Context: an optimization exercise on an open-source flow, tuned for small area. The choices shown serve that exercise and are no tape-out recipe. RTL that was checked went through simulation tests only; none was proved equivalent to the original. Function not checked in run 7: the RTL went through the layout flow alone. The clock port is modelled as an ideal driver; clocking choices that lean on that would not hold on a real chip. Power is estimated from default activity; no workload was simulated.

==> flow/design.v <==
module SDR_tx_rx_ctr(
	input clk,
	input rst,
	input [20:0] tod_h,
	input [10:0] tod_l,
	input TEST_EN,
	output tx_rx_switch,
	output [7:0] read_addr_0,
	input read_ram0_en,
	input [31:0] read_data_0,
	input [9:0] data_addr_in,
	input [9:0] freq_addr_in,
	output reg [9:0] data_addr_out,
	output reg [9:0] freq_addr_out,
	output reg [31:0] Tl_r,
	output reg [15:0] Tr,
	output PTT,
	output AD_SHDN,
	output reg led1
	);
reg [3:0] ra;
reg [31:0] Tl;
reg [15:0] Tx_hi;
reg [9:0] Tx_lo;
reg [9:0] Tx_rn;           
reg st_idle, st_tx;        
reg sw;
reg [24:0] lfsr;
assign read_addr_0 = {4'd0, ra};
assign tx_rx_switch = sw;
assign PTT = sw;
assign AD_SHDN = 1'b0;
function [10:0] addp1;
	input [9:0] a, b;
	integer i;
	reg c;
	begin
		c = 1'b1;
		for (i = 0; i < 10; i = i + 1) begin
			addp1[i] = a[i] ^ b[i] ^ c;
			c = (a[i] & b[i]) | (c & (a[i] ^ b[i]));
		end
		addp1[10] = c;
	end
endfunction
always @(posedge clk or posedge rst)
	if (rst)
		ra <= 4'd0;
	else if (!read_ram0_en)
		ra <= 4'd0;
	else if (ra != 4'd10)
		ra <= ra + 4'd1;
always @(posedge clk or posedge rst)
	if (rst) begin
		Tl <= 32'd0;
		Tx_hi <= 16'd0;
		Tx_lo <= 10'd0;
	end else if (TEST_EN) begin
		Tl <= 32'hFFFF0380;
		Tx_hi <= 16'h0380;
		Tx_lo <= 10'd0;
	end else if (read_ram0_en) begin
		if (ra == 4'd2) Tl <= read_data_0;
		if (ra == 4'd5) begin
			Tx_hi <= read_data_0[31:16];
			Tx_lo <= read_data_0[9:0];
		end
	end
wire tod_l0 = (tod_l == 11'd0);
wire ev = (tod_h == 21'd975) && tod_l0;
always @(posedge clk or posedge rst)
	if (rst) begin
		Tl_r <= 32'd0;
		Tr <= 16'd0;
	end else if (ev) begin
		Tl_r <= Tl;
		Tr <= Tx_hi;
	end
always @(posedge clk)
	if (ev)
		Tx_rn <= ~Tx_lo;
wire [10:0] s = addp1(tod_h[9:0], Tx_rn);
wire txr0 = (Tx_rn == 10'h3ff);
wire tod_h_hi0 = (tod_h[20:11] == 10'd0);
wire begin_hit = tod_h_hi0 && !tod_h[10] && tod_l0 &&
	(txr0 ? (s[9:0] == 10'd976) : (s[9:0] == 10'h3ff && !s[10]));
wire end_hit = tod_h_hi0 && tod_l0 && (s[9:0] == Tl_r[9:0]) && (s[10] != tod_h[10]);
wire hi_ff = (Tl_r[31:16] == 16'hffff);
wire lo_0 = (Tl_r[15:0] == 16'h0);
wire hold976 = (tod_h == 21'd976) && (tod_l < 11'd449);
always @(posedge clk or posedge rst)
	if (rst) begin
		st_idle <= 1'b1;
		st_tx <= 1'b0;
	end else if (st_idle) begin
		if (hi_ff) begin
			if (lo_0) begin
				st_idle <= 1'b0;
			end else if (!hold976) begin
				st_idle <= 1'b0;
				st_tx <= 1'b1;
			end
		end
	end else if (st_tx) begin
		if (end_hit) st_tx <= 1'b0;
	end else begin
		if (!lo_0 && begin_hit) st_tx <= 1'b1;
	end
wire [9:0] noff = Tx_rn | {10{!st_tx}};
wire [10:0] dsum = addp1(data_addr_in, noff);
wire [10:0] fsum = addp1(freq_addr_in, noff);
always @(posedge clk or posedge rst)
	if (rst) begin
		sw <= 1'b0;
		data_addr_out <= 10'd0;
		freq_addr_out <= 10'd0;
	end else begin
		sw <= st_tx;
		data_addr_out <= dsum[9:0];
		freq_addr_out <= fsum[9:0];
	end
wire led_hit = ((lfsr & 25'h1ffff9d) == (25'h0126024 & 25'h1ffff9d));
always @(posedge clk or posedge rst)
	if (rst) begin
		lfsr <= 25'h024c049;
		led1 <= 1'b1;
	end else begin
		lfsr <= {lfsr[23:0], lfsr[24] ^ lfsr[21] ^ led_hit};
		if (st_idle)
			led1 <= led1 ^ led_hit;
		else
			led1 <= !st_tx;
	end
endmodule
==> flow/flow/run.sh <==
#!/bin/bash
# Own layout flow, area-oriented:
#  1. standard synthesis (synth_recipe.tcl), with ABC_AREA=1, an area-oriented
#     ABC script (flow/abc_area.script) in a copy of ORFS's scripts folder,
#     no early "abc -fast" in yosys synth, and a few mux/oai cells kept out of
#     ABC's mapping only;
#  2. the standard layout, with ports buffered by buf_1 and a clock tree
#     of small buffers without dummy loads, leaf buffers upsized where the
#     flip-flop clock slew would be high (flow/post_cts.tcl).
set -euo pipefail
W=$PWD
mkdir -p $W/myscripts
cp -r $FLOW_HOME/scripts/. $W/myscripts/
cp $W/flow/abc_area.script $W/myscripts/abc_area.script
DU=$(make -s -C $FLOW_HOME DESIGN_CONFIG=$W/config.mk WORK_HOME=$W/orfs_q print-DONT_USE_CELLS | sed 's/^DONT_USE_CELLS = //')
rm -rf $W/orfs_q
XDU="sky130_fd_sc_hd__mux2_1 sky130_fd_sc_hd__mux2_2 sky130_fd_sc_hd__mux2i_1 sky130_fd_sc_hd__o22ai_1 sky130_fd_sc_hd__o221ai_1 sky130_fd_sc_hd__o21ai_0"
bash standard.sh SCRIPTS_DIR=$W/myscripts ABC_AREA=1 SYNTH_ARGS=-noabc "DONT_USE_CELLS=$DU $XDU" synth > $W/synth_make.log 2>&1
bash standard.sh \
  "BUFFER_PORTS_ARGS=-buffer_cell sky130_fd_sc_hd__buf_1" \
  "CTS_ARGS=-sink_clustering_enable -repair_clock_nets -dont_use_dummy_load -buf_list sky130_fd_sc_hd__clkbuf_4" \
  POST_CTS_TCL=$W/flow/post_cts.tcl \
  finish > $W/flow_make.log 2>&1
==> flow/flow/abc_area.script <==
strash
dc2
dch -f
amap
strash
dc2
dch -f
amap
topo
==> flow/flow/post_cts.tcl <==
estimate_parasitics -placement
array set worst {}
foreach pin [all_registers -clock_pins] {
  set net [get_nets -of_objects $pin]
  set drv [get_cells -of_objects [lindex [get_pins -of_objects $net -filter "direction==output"] 0]]
  set name [get_full_name $drv]
  set s [get_property $pin slew_max]
  if {![info exists worst($name)] || $s > $worst($name)} { set worst($name) $s }
}
set changed 0
foreach name [array names worst] {
  set ref [get_property [get_cells $name] ref_name]
  if {$worst($name) > 0.112 && $ref eq "sky130_fd_sc_hd__clkbuf_4"} {
    puts "post_cts: $name ($ref) worst sink slew $worst($name) -> clkbuf_8"
    replace_cell [get_cells $name] sky130_fd_sc_hd__clkbuf_8
    incr changed
  }
}
if {$changed} {
  detailed_placement
  check_placement -verbose
  estimate_parasitics -placement
}
==> flow/standard.sh <==
#!/bin/bash
# synth_recipe.tcl (not shown) runs the flow's synth.tcl, then flattens the netlist and writes it again
# the make line also repeats each setting of config.mk as NAME=value (left out here)
make -C /OpenROAD-flow-scripts/flow DESIGN_CONFIG=/design/flow/config.mk WORK_HOME=/design/flow/orfs CLKGATE_MAP_FILE= SYNTH_SCRIPT=/design/flow/synth_recipe.tcl "${@:-finish}"
==> flow/config.mk <==
export PLATFORM = sky130hd
export DESIGN_NAME = SDR_tx_rx_ctr
export DESIGN_NICKNAME = SDR_tx_rx_ctr
export VERILOG_FILES = /design/flow/design.v
export SDC_FILE = /design/flow/constraint.sdc
export NUM_CORES = 4
export LEC_CHECK = 0
export CAP_MARGIN = 20
export CORE_MARGIN = 2
export CORE_UTILIZATION = 40
export PLACE_DENSITY = 0.6
export SLEW_MARGIN = 20
==> flow/constraint.sdc <==
create_clock -name core_clock -period 10.0 [get_ports {clk}]
set_input_delay 2.0000 -clock core_clock [delete_from_list [all_inputs] [get_ports {clk}]]
set_output_delay 2.0000 -clock core_clock [all_outputs]
set_load 0.01 [all_outputs]
==> flow_summary.ini, run 1 <==
[final_layout]
drive_above_1_share = 0.0537
multiInputGateArea_sq_um = 2250
ff_latch_area_sq_um = 4290
final_nets = 866
final_cells = 966
fillers = 1544
area.growth.synth_to_final_pct = 16.6

[die]
die_x_microns = 135
io_pins = 168
die_y_microns = 135
core_sq_um = 16600
start_util = 0.410
rows = 47
die_area_sq_um = 18100

[place]
port_buffers = 162
place_inst = 948
hpwl_microns = 11800
place.gp.congestion = 0.942
dp_slack_ps = 2920

[clock_network]
cts.sinks = 169
insertion_delay_ps = 580
clk_pin_slew_ps = 90
cts_tree = done

[global_routing]
grt_first_pass_wirelength_microns = 26200
grt_max_degree = 85
antenna_found_initial = 1
grt_usage = 0.188
gr-total-overflow = 0
grt_pass1_vias = 5136

[route]
drcViolationCount = 0
wirelength_microns = 16200
routed-via-count = 4911
vias_per_cell = 5.08
detail-route-antenna-nets = 0
first_iter_violations = 287
routedWlPerCell_microns = 16.7
first_pass_iters = 5

[yosys]
synth_cell_type_count = 32
synthTopCellsByArea = dfrtp_1, fa_1, a22o_1
syn_inst = 560
yosysWarnings = 1
syn_area_sq_um = 6820
synth_top_cell_area_share = 0.551
synth_seq_cells = 169
synth.largest_area_cell = dfrtp_1
syn_avg_cell_area_sq_um = 12.2
synth-seq-area-share = 0.629

[status]
status = complete, no violations

[timing]
setup_ws_ps = 3360
finalHoldViolations = 0
fmax_mhz = 151
drv_slew = 0
fin_setup_tns_ps = 0
tightest_slew_ps = 748
slew_headroom = 0.501
setup_viol = 0
period_minus_slack_ps = 6640
period_share = 0.664
rsz0062_at_grt = no
fin_worst_skew_ps = 31.9

[worst_setup_path]
rrSetupSlack_ps = 4410
critPathKind = in -> reg
required_ps = 10460
cp-start-kind = input port
critPathMaxFanout = 2
arrival_ps = 7090
worst_setup_path_end_kind = register

[power_and_ir_drop]
power.density_nw_per_um2 = 139
ir_drop_mv = 0.0633
power.leakage_nw = 3.17

[worst_hold_path]
hp-class = reg -> reg

[run]
cap_violations = 0
==> logic make-up after synthesis <==
logic type,Yosys count,share of synthesized area
AOI/OAI and AO/OA,134,0.136
adders and majority gates,31,0.0844
buffers and inverters,79,0.0468
DFF,169,0.629
other,1,0.000550
and+or+nand+nor,146,0.103
==> sequential cells by signal, summed over array words and instances, names as in the netlist, 4 cells and up <==
signal / cells
Tl: 32
Tl_r: 32
lfsr: 25
Tr: 16
Tx_hi: 16
Tx_lo: 10
Tx_rn: 10
data_addr_out: 10
freq_addr_out: 10
ra: 4
==> power breakdown <==
group	switching (mW)	internal, mW
registers	0.00545	0.700
logic	0.0538	0.0263
clock network	0.203	0.115
total	0.263	0.841
==> path summary, 6_finish.rpt <==
check / from / to / cells past startpoint
worst max register to register: Tx_rn[0] / st_tx / 18
min in group asynchronous: rst / Tl_r[11] / 2
max in group asynchronous: rst / data_addr_out[4] / 3
worst max-delay path: tod_h[0] / st_tx / 19
worst min-delay path: lfsr[14] / lfsr[15] / 0
worst min register to register: lfsr[14] / lfsr[15] / 0
==> worst max-delay path: stages <==
cell	delay (ps)
buf_1	100
clkinv_1	70
ha_1	140
clkinv_1	80
fa_1	390
fa_1	400
fa_1	400
fa_1	410
fa_1	390
fa_1	390
fa_1	390
fa_1	390
fa_1	410
clkinv_1	90
a22oi_1	70
a2111oi_0	490
o211ai_1	170
nor4_1	260
a21oi_1	70
==> cell usage after synthesis <==
cell type and instances:
nand4b_1 1, dfstp_2 9, o21a_1 1, nor2_1 37, o211ai_1 1, a31oi_1 2
ha_1 6, nor4_1 10, or4_1 5, dfrtp_1 150, nor3_1 10, o2111ai_1 1
clkinv_1 73, nand3b_1 4, a22oi_1 11, a211oi_1 1, buf_4 6, nand2_1 46
a21oi_1 23, nand3_1 7, a2111oi_0 1, edfxtp_1 10, nand4_1 9, o32a_1 2
and2_0 1, o21ai_1 38, or2_0 13, a22o_1 53, nor4b_1 2, and3_1 1
fa_1 25, conb_1 1
==> stage by stage <==
step           instance area (sq um)   util  power, mW  hold WS [ps]
3_5_place_dp                    7760  0.466      0.800           340
2_1_floorplan                   6830      -      0.762           331
6_report                        7950  0.478       1.10           343
3_3_place_gp                    7760  0.466      0.797           336
5_1_grt                         7950  0.478       1.16           350
==> cells in the final DEF, fill, tap and decap left out, types with 2 or more instances in the layout <==
| cell type | n |
|---|---|
| or2_0 | 13 |
| fa_1 | 25 |
| o32a_1 | 2 |
| clkinv_1 | 72 |
| edfxtp_1 | 10 |
| or4_1 | 5 |
| nand3b_1 | 4 |
| nor2_1 | 36 |
| ha_1 | 6 |
| a21oi_1 | 23 |
| nor4_1 | 8 |
| clkbuf_4 | 8 |
| nor3_1 | 9 |
| clkbuf_8 | 9 |
| dfrtp_1 | 150 |
| nor4_2 | 2 |
| nor4b_1 | 2 |
| a22oi_1 | 11 |
| buf_1 | 162 |
| a22o_1 | 53 |
| nand4_1 | 9 |
| conb_1 | 5 |
| o21ai_1 | 38 |
| buf_4 | 7 |
| dfstp_2 | 9 |
| nand3_1 | 7 |
| nand2_1 | 46 |
==> layout make-up <==
class	count	share of cell area
Sequential cell	169	0.540
Multi-Input combinational cell	316	0.283
Timing Repair Buffer	170	0.0845
Inverter	73	0.0351
Tap cell	220	0.0346
Clock buffer	17	0.0231
Antenna cell	1	0.000315
==> per-layer routing <==
metal	GRT usage	share of wire	vias to the layer above
met4	0.0637	0.017	0
met1	0.240	0.43	2413
li1	-	-	2296
met2	0.308	0.48	177
met3	0.0563	0.072	25
met5	0	0	-
==> run 2, diff against run 1 <==
--- a/flow/design.v
+++ b/flow/design.v
@@ -121,3 +121,3 @@
 	end
-wire led_hit = ((lfsr & 25'h1ffff9d) == (25'h0126024 & 25'h1ffff9d));
+wire led_hit = (lfsr == 25'h0126024);
 always @(posedge clk or posedge rst)
==> flow/flow/abc_area.script (replaced) <==
strash
dc2
dch -f
amap
topo
==> flow_summary.ini, run 2 <==
[status]
status = complete, no violations

[global_routing]
grt_usage = 0.186
grt_first_pass_wirelength_microns = 26000
grt_max_degree = 88
gr-total-overflow = 0
antenna_found_initial = 1
grt_pass1_vias = 5031

[yosys]
synth_common_cells = dfrtp_1, clkinv_1, nand2_1
synthArstFlopShare = 0.941
synth_cell_type_count = 36
synth-seq-area-share = 0.629
syn_area_sq_um = 6820
synth.largest_area_cell = dfrtp_1
synthFlopType = dfrtp_1
syn_avg_cell_area_sq_um = 12.4
synth_edf_count = 10
synth_top_cell_area_share = 0.551
syn_inst = 549
synth_seq_cells = 169
synth.most_common_cell = dfrtp_1
yosysWarnings = 1
synthTopCellsByArea = dfrtp_1, fa_1, edfxtp_1

[final_layout]
area.growth.synth_to_final_pct = 16.1
drive_above_1_share = 0.0492
layout_common_cells = buf_1, dfrtp_1, clkinv_1, nand2_1, o21ai_1
final_common_cell = buf_1
reg.largest.list = Tl x32, Tl_r x32, lfsr x25
finish.utilization = 0.476
diodes = 0
final_nets = 853
final_cells = 952

[route]
routed-via-count = 4917
routedWlPerCell_microns = 16.9
wirelength_microns = 16100
first_pass_iters = 5
drcViolationCount = 0
first_iter_violations = 328
vias_per_cell = 5.16
detail-route-antenna-nets = 0

[worst_setup_path]
worst_setup_path_end_kind = register
cp-start-kind = input port
cp_cell_sequence = buf_1 > clkinv_1 > ha_1 > clkinv_1 > fa_1 > fa_1 > fa_1 > fa_1 > fa_1 > fa_1 > fa_1 > fa_1 > fa_1 > nor2_1 > a21oi_1 > a211o_1 > nor4b_1 > a32oi_1
critPathKind = in -> reg
arrival_ps = 7030
r2r_cells = 17
required_ps = 10410
critPathMaxFanout = 3
max_stage_delay_ps = 490
worst_path_max_delay_cell = fa_1
crit_top_cell = fa_1

[die]
die_x_microns = 135
io_pins = 168
die_y_microns = 135
rows = 47
die_area_sq_um = 18100
start_util = 0.410
core_sq_um = 16600

[timing]
fin_worst_skew_ps = 40.5
fin_setup_tns_ps = 0
period_share = 0.662
finalHoldViolations = 0
fmax_mhz = 151
drv_slew = 0
slew_headroom = 0.369
tightest_slew_ps = 946
setup_ws_ps = 3380
period_minus_slack_ps = 6620
rsz0062_at_grt = no
setup_viol = 0
holdWs_ps = 364

[clock_network]
clk_pin_slew_ps = 100
insertion_delay_ps = 590
cts.sinks = 169
cts_tree = done

[place]
port_buffers = 162
place.gp.congestion = 0.856
dp_slack_ps = 2880
hpwl_microns = 11500
place_inst = 935

[run]
cap_violations = 0

[power_and_ir_drop]
seqPwrFrac = 0.634
pwr-share-comb = 0.082
ir_drop_mv = 0.0648
power.density_nw_per_um2 = 141
power.leakage_nw = 3.11
swShare = 0.241
p_sw_mw = 0.269
clockPowerShare = 0.284
cellInternalPower_mw = 0.851

[worst_hold_path]
hold_path_depth = 0
hp-class = reg -> reg
## run 2: worst max-delay path, delay by kind of cell
kind                     cells  cell delay [ps]
adder cells (fa/ha/maj)     10             3850
AO/OA/AOI/OAI                3              480
AND/OR/NAND/NOR              2              450
buffers and inverters        3              240
## run 2: final timing paths
kind,slack [ps],from,end
worst max register to register,4460,Tx_rn[0],st_tx
worst min register to register,360,lfsr[8],lfsr[9]
max in group asynchronous,7010,rst,Tx_hi[15]
worst min-delay path,360,lfsr[8],lfsr[9]
worst max-delay path,3380,tod_h[0],st_tx
min in group asynchronous,1570,rst,freq_addr_out[0]
## run 2: power by group through the flow
stage / Clock [mW] / Combinational [mW] / Sequential (mW)
final: 0.318 / 0.0914 / 0.711
after global routing: 0.359 / 0.104 / 0.712
after detailed placement: 0 / 0.0924 / 0.724
after global placement: 0 / 0.0883 / 0.724
after floorplan: 0 / 0.0468 / 0.728
## run 2: logic make-up (layout without fill, tap and decap cells)
logic type      count (synthesis)  count (layout)  share of synthesized area
other cells                     1               5                   0.000550
buf+inv                        72             251                     0.0429
flops                         169             169                      0.629
xor+xnor                        2               2                    0.00257
compound gates                134             134                      0.140
fa+ha+maj                      31              31                     0.0844
simple gates                  140             140                      0.100
## run 2: stage by stage
stage          total power [mW]  instance area (sq um)
2_1_floorplan             0.775                   6830
3_3_place_gp              0.812                   7720
3_5_place_dp              0.817                   7730
5_1_grt                    1.17                   7920
6_report                   1.12                   7920
## run 2: final cells by class
class                   count  area, sq um
fillers                  1546         8720
flip-flops and latches    169         4290
multi-input cells         312         2250
repair buffers            168          662
well taps                 220          275
inverters                  66          253
clock buffers              17          184
## run 2: routing by layer
metal,vias to the layer above,GRT usage,part of all wire
li1,2302,-,-
met1,2401,0.247,0.44
met2,190,0.295,0.47
met3,22,0.0548,0.075
met4,2,0.0632,0.014
met5,-,0,0.00081
==> run 3, diff against run 2 <==
--- a/flow/design.v
+++ b/flow/design.v
@@ -121,3 +121,3 @@
 	end
-wire led_hit = (lfsr == 25'h0126024);
+wire led_hit = ((lfsr & 25'h1ffff9d) == (25'h0126024 & 25'h1ffff9d));
 always @(posedge clk or posedge rst)
--- a/flow/flow/run.sh
+++ b/flow/flow/run.sh
@@ -16,3 +16,3 @@
 rm -rf $W/orfs_q
-XDU="sky130_fd_sc_hd__mux2_1 sky130_fd_sc_hd__mux2_2 sky130_fd_sc_hd__mux2i_1 sky130_fd_sc_hd__o22ai_1 sky130_fd_sc_hd__o221ai_1 sky130_fd_sc_hd__o21ai_0"
+XDU="sky130_fd_sc_hd__mux2_1 sky130_fd_sc_hd__mux2_2 sky130_fd_sc_hd__mux2i_1 sky130_fd_sc_hd__o22ai_1 sky130_fd_sc_hd__o221ai_1 sky130_fd_sc_hd__o21ai_0 sky130_fd_sc_hd__o21ai_1 sky130_fd_sc_hd__o32ai_1"
 bash standard.sh SCRIPTS_DIR=$W/myscripts ABC_AREA=1 SYNTH_ARGS=-noabc "DONT_USE_CELLS=$DU $XDU" synth > $W/synth_make.log 2>&1
==> flow/flow/abc_area.script (replaced) <==
strash
dc2
dch -f
amap
strash
dc2
dch -f
amap
topo
--- a/flow/config.mk
+++ b/flow/config.mk
@@ -9,4 +9,4 @@
 export CORE_MARGIN = 2
-export CORE_UTILIZATION = 40
-export PLACE_DENSITY = 0.6
+export CORE_UTILIZATION = 70
+export PLACE_DENSITY = 0.8
 export SLEW_MARGIN = 20
==> flow_summary.ini, run 3 <==
[status]
status = complete, no violations

[yosys]
synth_common_cells = dfrtp_1, a22o_1, clkinv_1
synth_compound_area_frac = 0.163
syn_avg_cell_area_sq_um = 13.7
synthSimpleGateAreaFrac = 0.0769
synthFlopType = dfrtp_1
synthAdderAreaFrac = 0.0857
synth_edf_count = 10
synth.largest_area_cell = dfrtp_1
synthArstFlopShare = 0.941
syn_area_sq_um = 6720
synth_top_cell_area_share = 0.559
yosysWarnings = 1
synth-seq-area-share = 0.639
synthTopCellsByArea = dfrtp_1, a22o_1, fa_1
synth_seq_cells = 169
syn_inst = 490
muxShareOfSynthArea = 0
synth_top_family_by_area = compound AO/OA/AOI/OAI gates
synth_cell_type_count = 34
synth.most_common_cell = dfrtp_1
synth_xor_area_frac = 0.00130

[die]
core_sq_um = 9280
start_util = 0.723
die_area_sq_um = 10400
io_pins = 168
die_x_microns = 102
rows = 35
die_y_microns = 102

[timing]
fmax_mhz = 158
rsz0062_at_grt = no
drv_slew = 0
tightest_slew_ps = 806
fin_worst_skew_ps = 28.6
slew_headroom = 0.458
setup_viol = 0
finalHoldViolations = 0
fin_setup_tns_ps = 0
period_minus_slack_ps = 6330
period_share = 0.633

[global_routing]
grt_pass1_vias = 4873
grt_max_degree = 84
grt_usage = 0.315
gr-total-overflow = 0
grt_first_pass_wirelength_microns = 24400
antenna_found_initial = 0

[worst_setup_path]
reg2reg_to = st_tx
critPathMaxFanout = 3
timing.rr.start = Tx_rn[0]
cp-start-kind = input port
arrival_ps = 6780
worst_setup_path_end_kind = register
r2r_cells = 18
rrSetupSlack_ps = 4790
critPathKind = in -> reg
required_ps = 10450

[final_layout]
area.growth.synth_to_final_pct = 14.8
final_cells = 802
drive_above_1_share = 0.0565
finish.utilization = 0.831
reg.largest.list = Tl x32, Tl_r x32, lfsr x25
diodes = 0
fillers = 554
final_nets = 794
layout_common_cells = buf_1, dfrtp_1, a22o_1, clkinv_1, nor2_1
final_common_cell = buf_1

[route]
first_iter_violations = 241
first_pass_iters = 6
vias_per_cell = 6.06
detail-route-antenna-nets = 0
drcViolationCount = 0
routed-via-count = 4864
wirelength_microns = 15400
routedWlPerCell_microns = 19.3

[power_and_ir_drop]
pwr-share-comb = 0.102
cellInternalPower_mw = 0.859
p_sw_mw = 0.291
seqPwrFrac = 0.638
clockPowerShare = 0.260
power.density_nw_per_um2 = 149
design_power_total_mw = 1.15
ir_drop_mv = 0.134
swShare = 0.253
power.leakage_nw = 3.17

[place]
place.gp.congestion = 0.883
place_inst = 785
hpwl_microns = 11000
port_buffers = 162

[worst_hold_path]
hold_end = lfsr[6]
worstHoldStart = lfsr[5]
hold_path_depth = 0
hp-class = reg -> reg

[clock_network]
clk_pin_slew_ps = 90
cts_tree = done
cts.sinks = 169
insertion_delay_ps = 560

[run]
cap_violations = 0
## run 3: changes by cell type after synthesis, sizes merged, moves of 3 or more
cell / before / now
o21ai: 51 / 0
clkinv: 66 / 49
a21oi: 12 / 23
a22oi: 0 / 3
o32ai: 14 / 0
a22o: 21 / 77
nor3: 3 / 11
a211oi: 7 / 2
o2bb2ai: 0 / 9
or4: 6 / 3
a221o: 16 / 0
nand2: 52 / 6
o32a: 6 / 12
## run 3: worst max-delay path, stage by stage
cell and delay, ps:
buf_1 90, clkinv_1 70, ha_1 150, clkinv_1 70, fa_1 380, fa_1 400
fa_1 390, fa_1 390, fa_1 390, fa_1 390, fa_1 390, fa_1 390
fa_1 430, nor3_1 190, a31oi_1 110, a21oi_1 120, a41o_1 180, a31oi_1 80
a41oi_1 160
## run 3: cell families after synthesis
group,Yosys count
and+or+nand+nor,99
DFF,169
adders and majority gates,31
buffers and inverters,55
other,1
AOI/OAI and AO/OA,134
xor gates and xnor gates,1
## run 3: how the worst max path moves through the flow
stage / to / start / cells after the start
floorplan: Tl_r[0] / tod_h[17] / 6
global placement: st_tx / tod_h[0] / 18
detailed placement: st_tx / tod_h[0] / 18
global route: st_tx / tod_h[0] / 19
finish: st_tx / tod_h[0] / 19
## run 3: layout make-up
class / count / area (sq um) / share of cell area
well taps: 129 / 161 / 0.0209
multi-input cells: 270 / 2250 / 0.292
clock buffers: 17 / 165 / 0.0214
flip-flops and latches: 169 / 4290 / 0.556
inverters: 49 / 189 / 0.0245
repair buffers: 168 / 657 / 0.0852
## run 3: through the flow
stage	cell area [sq um]	hold WS, ps	setup slack, ps
after floorplan	6740	331	2090
after global placement	7530	336	3260
after detailed placement	7530	340	3160
after global routing	7710	370	3530
final	7710	360	3670
## run 3: power by group through the flow
stage	clock [mW]	combinational, mW	sequential (mW)
after global placement	0	0.111	0.744
final	0.299	0.118	0.733
after detailed placement	0	0.117	0.746
after global routing	0.331	0.133	0.737
after floorplan	0	0.0639	0.748
## run 3: per-layer routing
layer | vias up | track usage | part of all wire
met5 | - | 0 | 0
met4 | 0 | 0.119 | 0.021
met3 | 29 | 0.0787 | 0.084
met2 | 247 | 0.507 | 0.50
met1 | 2428 | 0.427 | 0.39
li1 | 2160 | - | -
==> run 4, diff against run 3 <==
--- a/flow/config.mk
+++ b/flow/config.mk
@@ -7,6 +7,6 @@
 export LEC_CHECK = 0
-export CAP_MARGIN = 20
+export CAP_MARGIN = 5
 export CORE_MARGIN = 2
-export CORE_UTILIZATION = 70
-export PLACE_DENSITY = 0.8
-export SLEW_MARGIN = 20
+export CORE_UTILIZATION = 85
+export PLACE_DENSITY = 0.9
+export SLEW_MARGIN = 5
==> flow_summary.ini, run 4 <==
[yosys]
synth_common_cells = dfrtp_1, a22o_1, clkinv_1
syn_avg_cell_area_sq_um = 13.7
synthAdderAreaFrac = 0.0857
synth.most_common_cell = dfrtp_1
synth_top_cell_area_share = 0.559
synthArstFlopShare = 0.941
synth_cell_type_count = 34
synth-seq-area-share = 0.639
synth_compound_area_frac = 0.163
synth_edf_count = 10
synthTopCellsByArea = dfrtp_1, a22o_1, fa_1
synthSimpleGateAreaFrac = 0.0769
synthFlopType = dfrtp_1
muxShareOfSynthArea = 0
synth_seq_cells = 169
synth_top_family_by_area = compound AO/OA/AOI/OAI gates
synth_xor_area_frac = 0.00130
yosysWarnings = 1
syn_area_sq_um = 6720
syn_inst = 490
synth.largest_area_cell = dfrtp_1

[die]
io_pins = 168
die_y_microns = 92.9
start_util = 0.874
rows = 32
die_x_microns = 92.9

[place]
place.gp.congestion = 0.918
hpwl_microns = 17700
port_buffers = 162

[status]
haltStage = detailed placement (3_5_place_dp)
error_message = [ERROR DPL-0033] detailed placement checks failed during check placement.
status = aborted with a tool error
## run 4: how the worst max path moves through the flow
stage	endpoint	slack, ps	start	cells after the start
after floorplan	Tl_r[0]	2090	tod_h[17]	6
after global placement	st_tx	3310	tod_h[0]	19
## run 4: kinds of logic after synthesis
family,Yosys count
simple gates,99
buf+inv,55
flops,169
other cells,1
compound gates,134
xor+xnor,1
fa+ha+maj,31
## run 4: per-stage QoR
step | setup WS (ps) | instances | area (sq um)
after floorplan | 2090 | 494 | 6740
after global placement | 3310 | 758 | 7500
## run 4: power by group through the flow
stage          Combinational [mW]  Clock, mW  Sequential, mW
2_1_floorplan              0.0639          0           0.748
3_3_place_gp                0.109          0           0.744
==> run 5, diff against run 4 <==
--- a/flow/config.mk
+++ b/flow/config.mk
@@ -9,4 +9,4 @@
 export CORE_MARGIN = 2
-export CORE_UTILIZATION = 85
-export PLACE_DENSITY = 0.9
+export CORE_UTILIZATION = 75
+export PLACE_DENSITY = 0.85
 export SLEW_MARGIN = 5
==> flow_summary.ini, run 5 <==
[final_layout]
final_area_sq_um = 7660
fillers = 415
final_common_cell = buf_1
drive_above_1_share = 0.0550
reg.largest.list = Tl x32, Tl_r x32, lfsr x25
area.growth.synth_to_final_pct = 14.1
diodes = 0
final_nets = 794
layout_common_cells = buf_1, dfrtp_1, a22o_1, clkinv_1, nor2_1

[yosys]
synthTopCellsByArea = dfrtp_1, a22o_1, fa_1
synth_compound_area_frac = 0.163
synthAdderAreaFrac = 0.0857
muxShareOfSynthArea = 0
synth_top_family_by_area = compound AO/OA/AOI/OAI gates
synth.largest_area_cell = dfrtp_1
synthSimpleGateAreaFrac = 0.0769
synth.most_common_cell = dfrtp_1
synth_xor_area_frac = 0.00130
synthArstFlopShare = 0.941
syn_inst = 490
synth_common_cells = dfrtp_1, a22o_1, clkinv_1
syn_area_sq_um = 6720
synth_cell_type_count = 34
syn_avg_cell_area_sq_um = 13.7
synthFlopType = dfrtp_1
synth-seq-area-share = 0.639
synth_edf_count = 10
synth_top_cell_area_share = 0.559
synth_seq_cells = 169
yosysWarnings = 1

[place]
placed_area_sq_um = 7510
port_buffers = 162
place.gp.congestion = 0.922
hpwl_microns = 11400

[power_and_ir_drop]
seqPwrFrac = 0.635
p_sw_mw = 0.304
clockPowerShare = 0.261
power.leakage_nw = 3.16
pwr-share-comb = 0.104
power.density_nw_per_um2 = 151
swShare = 0.262
cellInternalPower_mw = 0.855
ir_drop_mv = 0.174

[global_routing]
antenna_found_initial = 0
grt_usage = 0.366
grt_first_pass_wirelength_microns = 26800
gr-total-overflow = 0
grt_pass1_vias = 5144
grt_max_degree = 90

[worst_setup_path]
crit_top_cell = fa_1
reg2reg_to = st_tx
critPathMaxFanout = 3
critical_path.top_delay_family = adder cells
worst_path_max_delay_cell = fa_1
cp_cell_sequence = buf_1 > clkinv_1 > ha_1 > clkinv_1 > fa_1 > fa_1 > fa_1 > fa_1 > fa_1 > fa_1 > fa_1 > fa_1 > fa_1 > nor3_1 > a31oi_1 > a21oi_1 > a41o_1 > a31oi_1 > a41oi_1
worst_setup_path_end_kind = register
arrival_ps = 6880
timing.rr.start = Tx_rn[0]
cp-start-kind = input port
path_buf_inv = 3
max_stage_delay_ps = 440
required_ps = 10450
critPathKind = in -> reg
rrSetupSlack_ps = 4660
r2r_cells = 18

[die]
core_sq_um = 8720
rows = 34
die_area_sq_um = 9730
io_pins = 168
die_y_microns = 98.6
start_util = 0.770
die_x_microns = 98.6

[status]
status = complete, no violations

[clock_network]
insertion_delay_ps = 580
cts.sinks = 169
cts_tree = done
clk_pin_slew_ps = 100

[timing]
fmax_mhz = 155
tightest_slew_ps = 1270
fin_setup_tns_ps = 0
setup_viol = 0
period_share = 0.643
drv_slew = 0
finalHoldViolations = 0
slew_headroom = 0.150
holdWs_ps = 366
period_minus_slack_ps = 6430
fin_worst_skew_ps = 45.0
rsz0062_at_grt = no

[worst_hold_path]
hp-class = reg -> reg
hold_path_depth = 0
worstHoldStart = lfsr[1]
hold_end = lfsr[2]

[route]
first_pass_iters = 5
wirelength_microns = 16600
detail-route-antenna-nets = 0
vias_per_cell = 6.38
drcViolationCount = 0
routedWlPerCell_microns = 21.2
routed-via-count = 4984
first_iter_violations = 361

[run]
cap_violations = 0
## run 5: metrics by stage
step	power [mW]	instances	worst slack (ps)	util
2_1_floorplan	0.812	494	2090	-
3_3_place_gp	0.855	764	3260	0.861
3_5_place_dp	0.863	764	3060	0.861
5_1_grt	1.20	781	3460	0.879
6_report	1.16	781	3570	0.879
## run 5: power by group through the flow
| stage | logic, mW | clock network (mW) | registers (mW) |
|---|---|---|---|
| 2_1_floorplan | 0.0639 | 0 | 0.748 |
| 5_1_grt | 0.134 | 0.328 | 0.739 |
| 6_report | 0.121 | 0.303 | 0.735 |
| 3_3_place_gp | 0.111 | 0 | 0.744 |
| 3_5_place_dp | 0.117 | 0 | 0.746 |
## run 5: logic make-up (layout without fill, tap and decap cells)
logic type	after synthesis	count (layout)
flops	169	169
compound gates	134	134
simple gates	99	99
buf+inv	55	234
fa+ha+maj	31	31
other cells	1	5
xor+xnor	1	1
## run 5: worst max path at each step
| stage | endpoint | startpoint | cells after the start |
|---|---|---|---|
| detailed placement | st_tx | tod_h[0] | 19 |
| floorplan | Tl_r[0] | tod_h[17] | 6 |
| global route | st_tx | tod_h[0] | 18 |
| finish | st_tx | tod_h[0] | 19 |
| global placement | st_tx | tod_h[0] | 19 |
## run 5: final cells by class
class,instances,area (sq um),share of cell area
Timing Repair Buffer,168,653,0.0852
Multi-Input combinational cell,270,2240,0.292
Sequential cell,169,4290,0.560
Clock buffer,17,159,0.0207
Inverter,49,189,0.0246
Tap cell,108,135,0.0176
## run 5: routing by layer
layer / routed length, microns / vias up / track usage
met5: 0 / - / 0
met4: 405 / 0 / 0.117
met3: 1520 / 45 / 0.109
met2: 8690 / 327 / 0.614
met1: 5980 / 2455 / 0.470
li1: - / 2157 / -
==> run 6, diff against run 5 <==
--- a/flow/config.mk
+++ b/flow/config.mk
@@ -7,6 +7,6 @@
 export LEC_CHECK = 0
-export CAP_MARGIN = 5
+export CAP_MARGIN = 20
 export CORE_MARGIN = 2
-export CORE_UTILIZATION = 75
-export PLACE_DENSITY = 0.85
-export SLEW_MARGIN = 5
+export CORE_UTILIZATION = 40
+export PLACE_DENSITY = 0.6
+export SLEW_MARGIN = 20
==> flow_summary.ini, run 6 <==
[die]
die_area_sq_um = 17800
die_y_microns = 134
die_x_microns = 134
rows = 47
io_pins = 168
core_sq_um = 16500
start_util = 0.406

[clock_network]
cts_tree = done
cts.sinks = 169
insertion_delay_ps = 580
clk_pin_slew_ps = 100

[yosys]
synth.largest_area_cell = dfrtp_1
syn_avg_cell_area_sq_um = 13.7
yosysWarnings = 1
synth_common_cells = dfrtp_1, a22o_1, clkinv_1
synth_seq_cells = 169
synth.most_common_cell = dfrtp_1
synthTopCellsByArea = dfrtp_1, a22o_1, fa_1
syn_inst = 490
synth_cell_type_count = 34
synthArstFlopShare = 0.941
synthFlopType = dfrtp_1
syn_area_sq_um = 6720
synth-seq-area-share = 0.639
synth_top_cell_area_share = 0.559
synth_edf_count = 10

[route]
first_pass_iters = 4
drcViolationCount = 0
vias_per_cell = 5.25
detail-route-antenna-nets = 0
routedWlPerCell_microns = 18.3
wirelength_microns = 16400
routed-via-count = 4708
first_iter_violations = 227

[power_and_ir_drop]
power.leakage_nw = 3.19
design_power_total_mw = 1.18
power.density_nw_per_um2 = 150
ir_drop_mv = 0.113

[global_routing]
grt_usage = 0.193
gr-total-overflow = 0
grt_max_degree = 108
grt_first_pass_wirelength_microns = 26400
antenna_found_initial = 0
grt_pass1_vias = 5063

[final_layout]
final_cells = 896
drive_above_1_share = 0.0592
diodes = 0
reg.largest.list = Tl x32, Tl_r x32, lfsr x25
final_common_cell = buf_1
layout_common_cells = buf_1, dfrtp_1, a22o_1, clkinv_1, nor2_1
finish.utilization = 0.476
fillers = 1553
area.growth.synth_to_final_pct = 17.0
final_nets = 797

[place]
place.gp.congestion = 0.869
hpwl_microns = 11600
port_buffers = 162
place_inst = 879

[worst_setup_path]
crit_start = tod_h[0]
cp-start-kind = input port
critPathKind = in -> reg
required_ps = 10490
arrival_ps = 6910
r2r_cells = 18
timing.rr.start = Tx_rn[0]
rrSetupSlack_ps = 4720
worst_setup_path_end_kind = register
critPathMaxFanout = 3
critPathCapture = st_tx
reg2reg_to = st_tx

[run]
cap_violations = 0

[timing]
finalHoldViolations = 0
fin_worst_skew_ps = 38.1
fmax_mhz = 156
period_share = 0.641
tightest_slew_ps = 944
fin_setup_tns_ps = 0
period_minus_slack_ps = 6410
rsz0062_at_grt = no
setup_viol = 0
drv_slew = 0
slew_headroom = 0.371

[status]
status = complete, no violations

[worst_hold_path]
hp-class = reg -> reg
[run 6: how the worst min path moves through the flow]
stage,from,to,slack [ps],cells after the start
6_report,lfsr[1],lfsr[2],350,0
2_1_floorplan,lfsr[1],lfsr[2],330,0
3_5_place_dp,lfsr[1],lfsr[2],330,0
5_1_grt,lfsr[10],lfsr[11],360,0
3_3_place_gp,lfsr[1],lfsr[2],340,0
[run 6: logic make-up after synthesis]
logic type / Yosys count / synth area share
adder cells (fa/ha/maj): 31 / 0.0857
flip-flops: 169 / 0.639
AO/OA/AOI/OAI: 134 / 0.163
other: 1 / 0.000558
XOR/XNOR: 1 / 0.00130
AND/OR/NAND/NOR: 99 / 0.0769
buffers and inverters: 55 / 0.0341
[run 6: power by group]
| group | switching [mW] | total (mW) | internal, mW | leakage (nW) |
|---|---|---|---|---|
| combinational | 0.0766 | 0.119 | 0.0426 | 0.993 |
| clock | 0.206 | 0.326 | 0.120 | 0.104 |
| sequential | 0.0195 | 0.734 | 0.715 | 2.09 |
| total | 0.302 | 1.18 | 0.877 | 3.19 |
[run 6: worst max-delay path, stage by stage]
cell      delay [ps]
buf_1            110
clkinv_1          70
ha_1             150
clkinv_1          70
fa_1             380
fa_1             390
fa_1             390
fa_1             390
fa_1             390
fa_1             400
fa_1             400
fa_1             390
fa_1             420
nor3_1           240
a31oi_1          110
a21oi_1          160
a41o_1           190
a31oi_1           90
a41oi_1          160
[run 6: layout make-up]
class	instances	area [sq um]	area share
Inverter	49	189	0.0240
Tap cell	220	275	0.0350
Clock buffer	17	190	0.0242
Sequential cell	169	4290	0.546
Multi-Input combinational cell	270	2240	0.285
Timing Repair Buffer	171	676	0.0860
[run 6: metrics by stage]
stage / hold slack [ps] / setup slack, ps / area (sq um)
6_report: 352 / 3590 / 7860
5_1_grt: 362 / 3510 / 7860
3_5_place_dp: 335 / 3050 / 7670
3_3_place_gp: 336 / 3250 / 7670
2_1_floorplan: 331 / 2090 / 6740
[run 6: layer usage]
layer | part of all wire | vias to the layer above | track usage | wire length (microns)
met5 | 0 | - | 0 | 0
met4 | 0.018 | 0 | 0.0603 | 288
met3 | 0.081 | 24 | 0.0639 | 1320
met2 | 0.46 | 195 | 0.305 | 7600
met1 | 0.44 | 2327 | 0.254 | 7200
li1 | - | 2162 | - | -
==> run 7, diff against run 6 <==
--- a/flow/design.v
+++ b/flow/design.v
@@ -23,3 +23,3 @@
 reg [15:0] Tx_hi;
-reg [9:0] Tx_lo;
+reg [9:0] Tx_lon;          
 reg [9:0] Tx_rn;           
@@ -45,2 +45,5 @@
 endfunction
+wire ra_10 = ra[3] & ra[1];
+wire ld_tl = (ra == 4'd2);
+wire ld_tx = ra[2] & !ra[1] & ra[0];
 always @(posedge clk or posedge rst)
@@ -50,4 +53,4 @@
 		ra <= 4'd0;
-	else if (ra != 4'd10)
-		ra <= ra + 4'd1;
+	else if (!ra_10)
+		ra <= {ra[3] | (ra[2] & ra[1] & ra[0]), ra[2] ^ (ra[1] & ra[0]), ra[1] ^ ra[0], !ra[0]};
 always @(posedge clk or posedge rst)
@@ -56,3 +59,3 @@
 		Tx_hi <= 16'd0;
-		Tx_lo <= 10'd0;
+		Tx_lon <= 10'h3ff;
 	end else if (TEST_EN) begin
@@ -60,8 +63,8 @@
 		Tx_hi <= 16'h0380;
-		Tx_lo <= 10'd0;
+		Tx_lon <= 10'h3ff;
 	end else if (read_ram0_en) begin
-		if (ra == 4'd2) Tl <= read_data_0;
-		if (ra == 4'd5) begin
+		if (ld_tl) Tl <= read_data_0;
+		if (ld_tx) begin
 			Tx_hi <= read_data_0[31:16];
-			Tx_lo <= read_data_0[9:0];
+			Tx_lon <= ~read_data_0[9:0];
 		end
@@ -80,3 +83,3 @@
 	if (ev)
-		Tx_rn <= ~Tx_lo;
+		Tx_rn <= Tx_lon;
 wire [10:0] s = addp1(tod_h[9:0], Tx_rn);
==> flow/flow/run.sh (replaced) <==
#!/bin/bash
# Own layout flow, area-oriented.
#  1. Synthesis: the standard synthesis script (synth_recipe.tcl) with
#     ABC_AREA=1, SYNTH_ARGS=-noabc (no early "abc -fast" inside yosys synth,
#     so the ripple adders keep their polarity when full adders are
#     extracted), and ABC's area script replaced by one of flow/abc_*.script,
#     with a few cells kept out of ABC's mapping only (mux2 and some o*ai
#     cells, which ABC tends to pair with extra inverters). Each recipe
#     (script x cell set) is tried in a scratch folder and the one giving the
#     smallest synthesised area is then run for real through standard.sh.
#  2. the standard layout (standard.sh finish), with ports buffered by
#     buf_1 and a clock tree of clkbuf_4 without dummy loads; leaf buffers
#     whose flip-flop clock slew would be high are upsized (flow/post_cts.tcl).
# Each tool run's output goes to a log file in this folder.
set -euo pipefail
W=$PWD
DU=$(make -s -C $FLOW_HOME DESIGN_CONFIG=$W/config.mk WORK_HOME=$W/orfs_q print-DONT_USE_CELLS | sed 's/^DONT_USE_CELLS = //')
rm -rf $W/orfs_q
X2="sky130_fd_sc_hd__mux2_1 sky130_fd_sc_hd__mux2_2 sky130_fd_sc_hd__mux2i_1 sky130_fd_sc_hd__o22ai_1 sky130_fd_sc_hd__o221ai_1 sky130_fd_sc_hd__o21ai_0"
X3="$X2 sky130_fd_sc_hd__o21ai_1 sky130_fd_sc_hd__o32ai_1"
for s in $W/flow/abc_*.script; do
  n=$(basename $s .script)
  mkdir -p $W/scripts_$n
  cp -r $FLOW_HOME/scripts/. $W/scripts_$n/
  cp $s $W/scripts_$n/abc_area.script
done
# the make command of standard.sh, in a scratch WORK_HOME
grep '^make ' standard.sh > $W/make_line.txt
try() { # name scriptdir xdu
  sed "s|WORK_HOME=[^ ]*|WORK_HOME=$W/try_$1|" $W/make_line.txt > $W/try_$1.sh
  set +e
  bash -c "set -euo pipefail; $(cat $W/try_$1.sh)" _ SCRIPTS_DIR=$2 ABC_AREA=1 SYNTH_ARGS=-noabc "DONT_USE_CELLS=$DU $3" synth > $W/try_$1.log 2>&1
  set -e
}
recipes=()
for s in $W/flow/abc_*.script; do
  n=$(basename $s .script)
  recipes+=("${n}_x2|$W/scripts_$n|$X2" "${n}_x3|$W/scripts_$n|$X3")
done
i=0
for r in "${recipes[@]}"; do
  IFS='|' read -r name dir xdu <<< "$r"
  try $name $dir "$xdu" &
  i=$((i+1))
  if (( i % ${NUM_CORES:-4} == 0 )); then wait; fi
done
wait
best=""; bestarea=""
for r in "${recipes[@]}"; do
  IFS='|' read -r name dir xdu <<< "$r"
  a=$(grep -h "Chip area" $W/try_$name/reports/*/SDR_tx_rx_ctr/base/synth_stat.txt 2>/dev/null | awk '{print $NF}' || true)
  echo "recipe $name area ${a:-failed}" >> $W/recipes.log
  if [[ -n "$a" ]] && { [[ -z "$bestarea" ]] || awk "BEGIN{exit !($a < $bestarea)}"; }; then best=$r; bestarea=$a; fi
done
echo "best $best $bestarea" >> $W/recipes.log
IFS='|' read -r name dir xdu <<< "$best"
rm -rf $W/try_*/objects $W/try_*/results
bash standard.sh SCRIPTS_DIR=$dir ABC_AREA=1 SYNTH_ARGS=-noabc "DONT_USE_CELLS=$DU $xdu" synth > $W/synth_make.log 2>&1
grep -h "Chip area" $W/orfs/reports/*/SDR_tx_rx_ctr/base/synth_stat.txt >> $W/recipes.log
bash standard.sh \
  "BUFFER_PORTS_ARGS=-buffer_cell sky130_fd_sc_hd__buf_1" \
  "CTS_ARGS=-sink_clustering_enable -repair_clock_nets -dont_use_dummy_load -buf_list sky130_fd_sc_hd__clkbuf_4" \
  POST_CTS_TCL=$W/flow/post_cts.tcl \
  finish > $W/flow_make.log 2>&1
==> flow/flow/abc_b3.script (new file) <==
strash
dc2
dch -f
amap
topo
==> flow/flow/abc_c5.script (new file) <==
strash
dc2
dch -f
amap -F 4 -A 4
topo
==> flow/flow/abc_e1.script (new file) <==
strash
dc2
dch -f
amap -m
topo
==> flow/flow/abc_e7.script (new file) <==
strash
ifraig
dc2
dch -f
amap
topo
--- a/flow/flow/post_cts.tcl
+++ b/flow/flow/post_cts.tcl
@@ -12,3 +12,3 @@
   set ref [get_property [get_cells $name] ref_name]
-  if {$worst($name) > 0.112 && $ref eq "sky130_fd_sc_hd__clkbuf_4"} {
+  if {$worst($name) > 0.095 && $ref eq "sky130_fd_sc_hd__clkbuf_4"} {
     puts "post_cts: $name ($ref) worst sink slew $worst($name) -> clkbuf_8"
--- a/flow/config.mk
+++ b/flow/config.mk
@@ -7,6 +7,6 @@
 export LEC_CHECK = 0
-export CAP_MARGIN = 20
+export CAP_MARGIN = 10
 export CORE_MARGIN = 2
-export CORE_UTILIZATION = 40
-export PLACE_DENSITY = 0.6
-export SLEW_MARGIN = 20
+export CORE_UTILIZATION = 75
+export PLACE_DENSITY = 0.85
+export SLEW_MARGIN = 10
removed: flow/flow/abc_area.script
==> flow_summary.ini, run 7 <==
[die]
die_x_microns = 98.5
core_sq_um = 8680
die_area_sq_um = 9700
start_util = 0.772
die_y_microns = 98.5
io_pins = 168
rows = 34

[worst_hold_path]
hold_path_depth = 0
hp-class = reg -> reg
worstHoldStart = lfsr[14]
hold_end = lfsr[15]

[place]
hpwl_microns = 11700
port_buffers = 162
place.gp.congestion = 1.03

[worst_setup_path]
worst_setup_path_end_kind = register
arrival_ps = 7050
critPathMaxFanout = 3
cp-start-kind = input port
required_ps = 10470
reg2reg_to = st_tx
timing.rr.start = Tx_rn[0]
r2r_cells = 15
rrSetupSlack_ps = 4530
critPathKind = in -> reg

[route]
first_iter_violations = 469
wl_met3_microns = 1500
highest_layer = met4
detail-route-antenna-nets = 0
vias_per_cell = 6.66
routedWlPerCell_microns = 22.6
route.met2.wl_microns = 9120
wirelength_microns = 17300
met1Wirelength_microns = 6200
first_pass_iters = 8
routed-via-count = 5107
drcViolationCount = 0

[yosys]
muxShareOfSynthArea = 0
synth.largest_area_cell = dfrtp_1
synth_cell_type_count = 31
synth_common_cells = dfrtp_1, a22o_1, clkinv_1
yosysWarnings = 1
synthAdderAreaFrac = 0.0841
synth_compound_area_frac = 0.164
syn_inst = 476
synth-seq-area-share = 0.643
synth.most_common_cell = dfrtp_1
synth_seq_cells = 169
synthArstFlopShare = 0.941
syn_avg_cell_area_sq_um = 14.1
synth_top_family_by_area = compound AO/OA/AOI/OAI gates
synth_edf_count = 10
syn_area_sq_um = 6700
synthSimpleGateAreaFrac = 0.0777
synthTopCellsByArea = dfrtp_1, a22o_1, fa_1
synthFlopType = dfrtp_1
synth_top_cell_area_share = 0.523
synth_xor_area_frac = 0

[clock_network]
insertion_delay_ps = 560
cts.sinks = 169
cts_tree = done
clk_pin_slew_ps = 100

[timing]
setup_viol = 0
rsz0062_at_grt = no
fin_worst_skew_ps = 32.2
finalHoldViolations = 0
holdWs_ps = 343
slew_headroom = 0.170
fmax_mhz = 152
tightest_slew_ps = 1240
fin_setup_tns_ps = 0
drv_slew = 0
period_minus_slack_ps = 6570
period_share = 0.657

[power_and_ir_drop]
power.density_nw_per_um2 = 145
ir_drop_mv = 0.106
power.leakage_nw = 3.10

[global_routing]
antenna_found_initial = 0
grt_first_pass_wirelength_microns = 27000
grt_usage = 0.368
gr-total-overflow = 0
grt_max_degree = 83
grt_pass1_vias = 5234

[status]
status = complete, no violations

[final_layout]
area.growth.synth_to_final_pct = 14.7
reg.largest.list = Tl x32, Tl_r x32, lfsr x25
final_common_cell = buf_1
layout_common_cells = buf_1, dfrtp_1, a22o_1, clkinv_1, nor2_1
diodes = 0
drive_above_1_share = 0.0698
fillers = 399
final_nets = 779

[run]
cap_violations = 0
-- run 7: cell count changes after synthesis, sizes merged, moves of 5 or more --
cell and change:
nor2 -5, or4 +9, clkinv -6, dfstp +10, o32a +5, nor4 -5, a21oi -7, a22oi +11
dfrtp -10
-- run 7: where the power goes --
| part | switching (mW) | leakage, nW | internal, mW |
|---|---|---|---|
| combinational | 0.0528 | 0.953 | 0.0237 |
| clock | 0.207 | 0.109 | 0.128 |
| sequential | 0.00596 | 2.04 | 0.699 |
-- run 7: worst max-delay path by stage --
stage / startpoint / end / slack [ps] / depth (start not counted)
3_3_place_gp: tod_h[0] / st_tx / 3160 / 16
5_1_grt: tod_h[0] / st_tx / 3320 / 16
3_5_place_dp: tod_h[0] / st_tx / 2970 / 16
6_report: tod_h[0] / st_tx / 3430 / 16
2_1_floorplan: tod_h[17] / Tl_r[0] / 880 / 6
-- run 7: per-layer routing --
| layer | GRT usage | vias to the layer above |
|---|---|---|
| met5 | 0 | - |
| met4 | 0.138 | 0 |
| met3 | 0.0752 | 52 |
| met2 | 0.627 | 357 |
| met1 | 0.479 | 2569 |
| li1 | - | 2129 |
-- run 7: cell type report --
cell class	instances	area, sq um	share of cell area
sequential	169	4300	0.560
multi-input combinational	262	2210	0.288
timing repair buffer	168	661	0.0860
clock buffer	17	203	0.0264
inverter	43	166	0.0217
tap	108	135	0.0176
-- run 7: worst max-delay path, stage by stage --
cell and delay, ps:
buf_1 90, clkinv_1 60, ha_1 140, clkinv_1 70, fa_1 380, fa_1 390
fa_1 400, fa_1 400, fa_1 390, fa_1 380, fa_1 390, fa_1 410
fa_1 570, or4b_1 480, nor4_1 290, o32a_1 190
-- run 7: cell families after synthesis --
kind of cell,after synthesis
buf+inv,49
compound gates,132
other cells,1
simple gates,95
fa+ha+maj,30
flops,169
-- run 7: metrics by stage --
step                 util  power, mW  instance area (sq um)  instances  setup WS [ps]
finish              0.885       1.12                   7680        767           3430
global route        0.885       1.15                   7680        767           3320
detailed placement  0.860      0.793                   7460        749           2970
global placement    0.860      0.787                   7460        749           3160
floorplan               -      0.756                   6710        480            879
==> run 8, diff against run 7 <==
--- a/flow/design.v
+++ b/flow/design.v
@@ -23,3 +23,3 @@
 reg [15:0] Tx_hi;
-reg [9:0] Tx_lon;          
+reg [9:0] Tx_lo;
 reg [9:0] Tx_rn;           
@@ -59,3 +59,3 @@
 		Tx_hi <= 16'd0;
-		Tx_lon <= 10'h3ff;
+		Tx_lo <= 10'd0;
 	end else if (TEST_EN) begin
@@ -63,3 +63,3 @@
 		Tx_hi <= 16'h0380;
-		Tx_lon <= 10'h3ff;
+		Tx_lo <= 10'd0;
 	end else if (read_ram0_en) begin
@@ -68,3 +68,3 @@
 			Tx_hi <= read_data_0[31:16];
-			Tx_lon <= ~read_data_0[9:0];
+			Tx_lo <= read_data_0[9:0];
 		end
@@ -83,3 +83,3 @@
 	if (ev)
-		Tx_rn <= Tx_lon;
+		Tx_rn <= ~Tx_lo;
 wire [10:0] s = addp1(tod_h[9:0], Tx_rn);
==> flow/flow/abc_d1.script (new file) <==
strash
dc2
dch -f
amap
strash
dc2
dch -f
amap
topo
==> flow/flow/abc_d7.script (new file) <==
strash
dc2
dch -f
amap
strash
dch -f
amap
strash
dch -f
amap
topo
removed: flow/flow/abc_e1.script
removed: flow/flow/abc_e7.script
==> flow_summary.ini, run 8 <==
[status]
status = complete, no violations

[final_layout]
final_common_cell = buf_1
ff_latch_area_sq_um = 4290
multiInputGateArea_sq_um = 2220
layout_common_cells = buf_1, dfrtp_1, a22o_1, clkinv_1, fa_1
final_nets = 776
drive_above_1_share = 0.0534
fillers = 419
reg.largest.list = Tl x32, Tl_r x32, lfsr x25
area.growth.synth_to_final_pct = 14.2
final_area_sq_um = 7680
finish.utilization = 0.881

[route]
vias_per_cell = 6.55
drcViolationCount = 0
routedWlPerCell_microns = 22.1
first_iter_violations = 429
first_pass_iters = 5
detail-route-antenna-nets = 0
routed-via-count = 5008
wirelength_microns = 16900

[global_routing]
grt_pass1_vias = 5281
grt_max_degree = 103
grt_usage = 0.368
antenna_found_initial = 1
gr-total-overflow = 0
grt_first_pass_wirelength_microns = 27100

[yosys]
synth.largest_area_cell = dfrtp_1
synth_seq_cells = 169
synthFlopType = dfrtp_1
synth.most_common_cell = dfrtp_1
synth_edf_count = 10
syn_inst = 473
synth_common_cells = dfrtp_1, a22o_1, clkinv_1
synthArstFlopShare = 0.941
synth-seq-area-share = 0.638
synthTopCellsByArea = dfrtp_1, a22o_1, fa_1
syn_avg_cell_area_sq_um = 14.2
synth_cell_type_count = 38
syn_area_sq_um = 6720
yosysWarnings = 1
synth_top_cell_area_share = 0.558

[place]
port_buffers = 162
place.gp.congestion = 0.894
placed_area_sq_um = 7490
dp_slack_ps = 2890
hpwl_microns = 11100

[worst_hold_path]
worstHoldStart = lfsr[5]
hp-class = reg -> reg

[worst_setup_path]
worst_setup_path_end_kind = register
worst_path_max_delay_cell = fa_1
cp_cell_sequence = buf_1 > clkinv_1 > ha_1 > clkinv_1 > fa_1 > fa_1 > fa_1 > fa_1 > fa_1 > fa_1 > fa_1 > fa_1 > fa_1 > nand3_1 > a2111oi_0 > nand2_1 > a32oi_1
required_ps = 10490
crit_top_cell = fa_1
crit_start = tod_h[0]
cp-start-kind = input port
critPathMaxFanout = 3
arrival_ps = 7150
critPathKind = in -> reg
timing.rr.start = Tx_rn[0]
max_stage_delay_ps = 570
critical_path.top_delay_family = adder cells
path_buf_inv = 3

[timing]
drv_slew = 0
slew_headroom = 0.235
period_share = 0.666
setup_viol = 0
setup_ws_ps = 3340
fin_worst_skew_ps = 35.7
finalHoldViolations = 0
tightest_slew_ps = 1150
rsz0062_at_grt = no
period_minus_slack_ps = 6660
fmax_mhz = 150
fin_setup_tns_ps = 0

[power_and_ir_drop]
power.leakage_nw = 3.08
clockPowerShare = 0.285
pwr-share-comb = 0.070
ir_drop_mv = 0.123
p_sw_mw = 0.258
cellInternalPower_mw = 0.842
design_power_total_mw = 1.10
seqPwrFrac = 0.645
power.density_nw_per_um2 = 143
swShare = 0.234

[die]
die_area_sq_um = 9740
die_x_microns = 98.7
start_util = 0.771
core_sq_um = 8720
die_y_microns = 98.7
rows = 34
io_pins = 168

[clock_network]
clk_pin_slew_ps = 100
cts.sinks = 169
cts_tree = done
insertion_delay_ps = 560

[run]
cap_violations = 0
[run 8: cell count changes in the layout (fill, tap and decap cells not counted), moves of 6 or more]
cell,before,now
o32a_1,17,0
a221o_1,0,16
a32o_1,0,14
a22o_1,73,62
a22oi_1,14,4
dfrtp_1,140,150
dfstp_2,19,9
clkinv_1,42,49
o221a_1,0,6
[run 8: power groups by stage]
stage	clock [mW]	sequential [mW]	combinational, mW
6_report	0.313	0.709	0.0773
5_1_grt	0.342	0.710	0.0863
3_5_place_dp	0	0.721	0.0756
3_3_place_gp	0	0.720	0.0717
2_1_floorplan	0	0.723	0.0372
[run 8: final cells by class]
cell class | count | area share
Antenna cell | 1 | 0.000326
Sequential cell | 169 | 0.559
Inverter | 50 | 0.0251
Tap cell | 108 | 0.0176
Timing Repair Buffer | 168 | 0.0850
Clock buffer | 17 | 0.0239
Multi-Input combinational cell | 252 | 0.289
[run 8: through the flow]
stage	hold slack, ps	std cells
floorplan	331	477
finish	332	765
global route	354	765
detailed placement	343	747
global placement	335	747
[run 8: kinds of logic after synthesis]
family,count (synthesis),synth area share
flip-flops,169,0.638
AO/OA/AOI/OAI,131,0.171
AND/OR/NAND/NOR,83,0.0683
buffers and inverters,56,0.0346
adder cells (fa/ha/maj),30,0.0838
XOR/XNOR,3,0.00391
other,1,0.000558
[run 8: per-layer routing]
| metal | track usage | wire length [microns] | up-vias |
|---|---|---|---|
| met2 | 0.602 | 8590 | 341 |
| met4 | 0.152 | 636 | 0 |
| met5 | 0 | 0 | - |
| met1 | 0.480 | 6060 | 2468 |
| met3 | 0.0950 | 1580 | 66 |
| li1 | - | - | 2133 |
[run 8: path summary, 6_finish.rpt]
path | end | slack, ps | depth (start not counted)
setup / recovery | st_tx | 3340 | 17
hold / removal | lfsr[6] | 330 | 0
setup reg to reg | st_tx | 4460 | 16
hold reg to reg | lfsr[6] | 330 | 0
max in group asynchronous | Tl[14] | 7120 | 3
min in group asynchronous | lfsr[16] | 1640 | 2
==> run 9, diff against run 8 <==
--- a/flow/flow/run.sh
+++ b/flow/flow/run.sh
@@ -12,3 +12,4 @@
 #     buf_1 and a clock tree of clkbuf_4 without dummy loads; leaf buffers
-#     whose flip-flop clock slew would be high are upsized (flow/post_cts.tcl).
+#     whose flip-flop clock slew would be high are upsized (flow/post_cts.tcl);
+#     one tie cell drives all constant outputs.
 # Each tool run's output goes to a log file in this folder.
@@ -63,2 +64,3 @@
   POST_CTS_TCL=$W/flow/post_cts.tcl \
+  SKIP_REPAIR_TIE_FANOUT=1 \
   finish > $W/flow_make.log 2>&1
==> flow_summary.ini, run 9 <==
[status]
status = complete, no violations

[worst_setup_path]
required_ps = 10400
critPathKind = in -> reg
worst_setup_path_end_kind = register
rrSetupSlack_ps = 4540
critPathMaxFanout = 3
arrival_ps = 6970
cp-start-kind = input port

[timing]
rsz0062_at_grt = no
fin_worst_skew_ps = 30.4
period_minus_slack_ps = 6570
slew_headroom = 0.164
fmax_mhz = 152
finalHoldViolations = 0
period_share = 0.657
tightest_slew_ps = 1250
setup_viol = 0
drv_slew = 0
fin_setup_tns_ps = 0

[yosys]
synth.most_common_cell = dfrtp_1
synthTopCellsByArea = dfrtp_1, a22o_1, fa_1
synth_common_cells = dfrtp_1, a22o_1, clkinv_1
synth.largest_area_cell = dfrtp_1
synth_edf_count = 10
synthFlopType = dfrtp_1
syn_inst = 473
synth-seq-area-share = 0.638
syn_avg_cell_area_sq_um = 14.2
syn_area_sq_um = 6720
synth_cell_type_count = 38
yosysWarnings = 1
synthArstFlopShare = 0.941
synth_top_cell_area_share = 0.558
synth_seq_cells = 169

[clock_network]
clk_pin_slew_ps = 90
cts.sinks = 169
cts_tree = done
insertion_delay_ps = 540

[power_and_ir_drop]
power.leakage_nw = 3.07
swShare = 0.232
design_power_total_mw = 1.09
cellInternalPower_mw = 0.838
seqPwrFrac = 0.649
pwr-share-comb = 0.071
clockPowerShare = 0.280
power.density_nw_per_um2 = 142
p_sw_mw = 0.253
ir_drop_mv = 0.132

[final_layout]
reg.largest.list = Tl x32, Tl_r x32, lfsr x25
final_common_cell = buf_1
layout_common_cells = buf_1, dfrtp_1, a22o_1, clkinv_1, fa_1
diodes = 0
drive_above_1_share = 0.0551
final_nets = 773
area.growth.synth_to_final_pct = 14.0
fillers = 423

[place]
place.gp.congestion = 0.900
hpwl_microns = 11600
port_buffers = 162

[die]
die_x_microns = 98.7
die_y_microns = 98.7
start_util = 0.771
core_sq_um = 8720
rows = 34
die_area_sq_um = 9740
io_pins = 168

[route]
routedWlPerCell_microns = 21.3
first_pass_iters = 5
wirelength_microns = 16200
vias_per_cell = 6.57
detail-route-antenna-nets = 0
routed-via-count = 4997
first_iter_violations = 477
drcViolationCount = 0

[worst_hold_path]
hp-class = reg -> reg

[global_routing]
grt_max_degree = 89
grt_use_met2 = 0.593
gr-total-overflow = 0
grt_busiest_layer = met2
grt_usage = 0.347
antenna_found_initial = 0
grtUsageMet3 = 0.0823
grt_first_pass_wirelength_microns = 25700
grt_pass1_vias = 5143
grt_util_met1 = 0.443

[run]
cap_violations = 0
==> run 9: cell types whose count changed in the layout (fill, tap and decap cells not counted), sizes merged <==
cell | previous run | this run
buf | 168 | 169
conb | 5 | 1
diode | 1 | 0
==> run 9: layout make-up <==
class                      instances  area, sq um  share of cell area
tap                              108          135              0.0176
timing repair buffer             169          661              0.0862
inverter                          50          193              0.0251
multi-input combinational        248         2210               0.288
sequential                       169         4290               0.560
clock buffer                      17          178              0.0232
==> run 9: path summary, 6_finish.rpt <==
kind / startpoint / end / depth (start not counted)
hold / removal: lfsr[1] / lfsr[2] / 0
setup reg to reg: Tx_rn[0] / st_tx / 18
max in group asynchronous: rst / Tl_r[5] / 3
min in group asynchronous: rst / freq_addr_out[0] / 2
hold reg to reg: lfsr[1] / lfsr[2] / 0
setup / recovery: tod_h[0] / st_tx / 19
==> run 9: power by group through the flow <==
stage / Clock [mW] / Sequential (mW) / Combinational [mW]
6_report: 0.305 / 0.708 / 0.0778
3_5_place_dp: 0 / 0.722 / 0.0773
2_1_floorplan: 0 / 0.723 / 0.0372
3_3_place_gp: 0 / 0.720 / 0.0723
5_1_grt: 0.332 / 0.709 / 0.0859
==> run 9: through the flow <==
stage | std cells | instance area (sq um) | hold WS [ps] | worst slack, ps | utilization
3_5_place_dp | 744 | 7490 | 347 | 2930 | 0.858
6_report | 761 | 7660 | 357 | 3430 | 0.879
2_1_floorplan | 473 | 6720 | 331 | 484 | -
3_3_place_gp | 744 | 7490 | 334 | 3090 | 0.858
5_1_grt | 761 | 7660 | 359 | 3270 | 0.879
==> run 9: cells by family (layout without fill, tap and decap cells) <==
kind of cell / Yosys count / after routing / share of synthesized area
AO/OA/AOI/OAI: 131 / 131 / 0.171
other: 1 / 1 / 0.000558
XOR/XNOR: 3 / 3 / 0.00391
flip-flops: 169 / 169 / 0.638
buffers and inverters: 56 / 236 / 0.0346
adder cells (fa/ha/maj): 30 / 30 / 0.0838
AND/OR/NAND/NOR: 83 / 83 / 0.0683
==> run 9: critical path, stage by stage <==
cell and delay (ps):
buf_1 100, clkinv_1 60, ha_1 150, clkinv_1 70, fa_1 380, fa_1 400, fa_1 410, fa_1 390
fa_1 390, fa_1 400, fa_1 400, fa_1 390, fa_1 420, nor2_1 120, a21oi_1 50, a211o_1 220
or4_1 400, nor3_1 140, a32oi_1 70
==> run 9: metal layers <==
metal	wire length, microns	share of wire
met2	8500	0.52
met1	5920	0.37
met3	1420	0.087
met4	352	0.022
met5	0	0

-- port drivers added, routing unchanged --
Ports are ideal in the flow. The routed layouts listed here were re-timed in OpenROAD. Step 1 sets driving cells, clkbuf_16 on the clock port and buf_2 on the other inputs (assumed; they add their load-dependent delay and slew). Step 2 also shifts input and output timing later by t, the mid clock arrival at the registers, as if the neighbouring blocks saw the same clock. a / b / c = no drivers / after step 1 / after step 2; a / b = the first two.
| run | t (ns) | setup slack, ns | clock arrival spread, ns |
|---|---|---|---|
| run 1 | 0.597 | 3.365 / 3.378 / 2.781 | 0.037 / 0.037 |
| run 2 | 0.599 | 3.380 / 3.394 / 2.795 | 0.043 / 0.043 |
| run 3 | 0.571 | 3.673 / 3.683 / 3.112 | 0.040 / 0.041 |
| run 5 | 0.589 | 3.566 / 3.576 / 2.987 | 0.045 / 0.045 |
| run 6 | 0.597 | 3.589 / 3.605 / 3.008 | 0.039 / 0.039 |
| run 7 | 0.580 | 3.425 / 3.438 / 2.858 | 0.035 / 0.035 |
| run 8 | 0.579 | 3.341 / 3.353 / 2.774 | 0.036 / 0.036 |
| run 9 | 0.560 | 3.427 / 3.439 / 2.879 | 0.034 / 0.033 |
After both steps setup and hold are still met in every run listed. For run 2, which loses most, drivers alone change the setup slack by +0.014 ns; drivers and shift together by -0.585 ns.
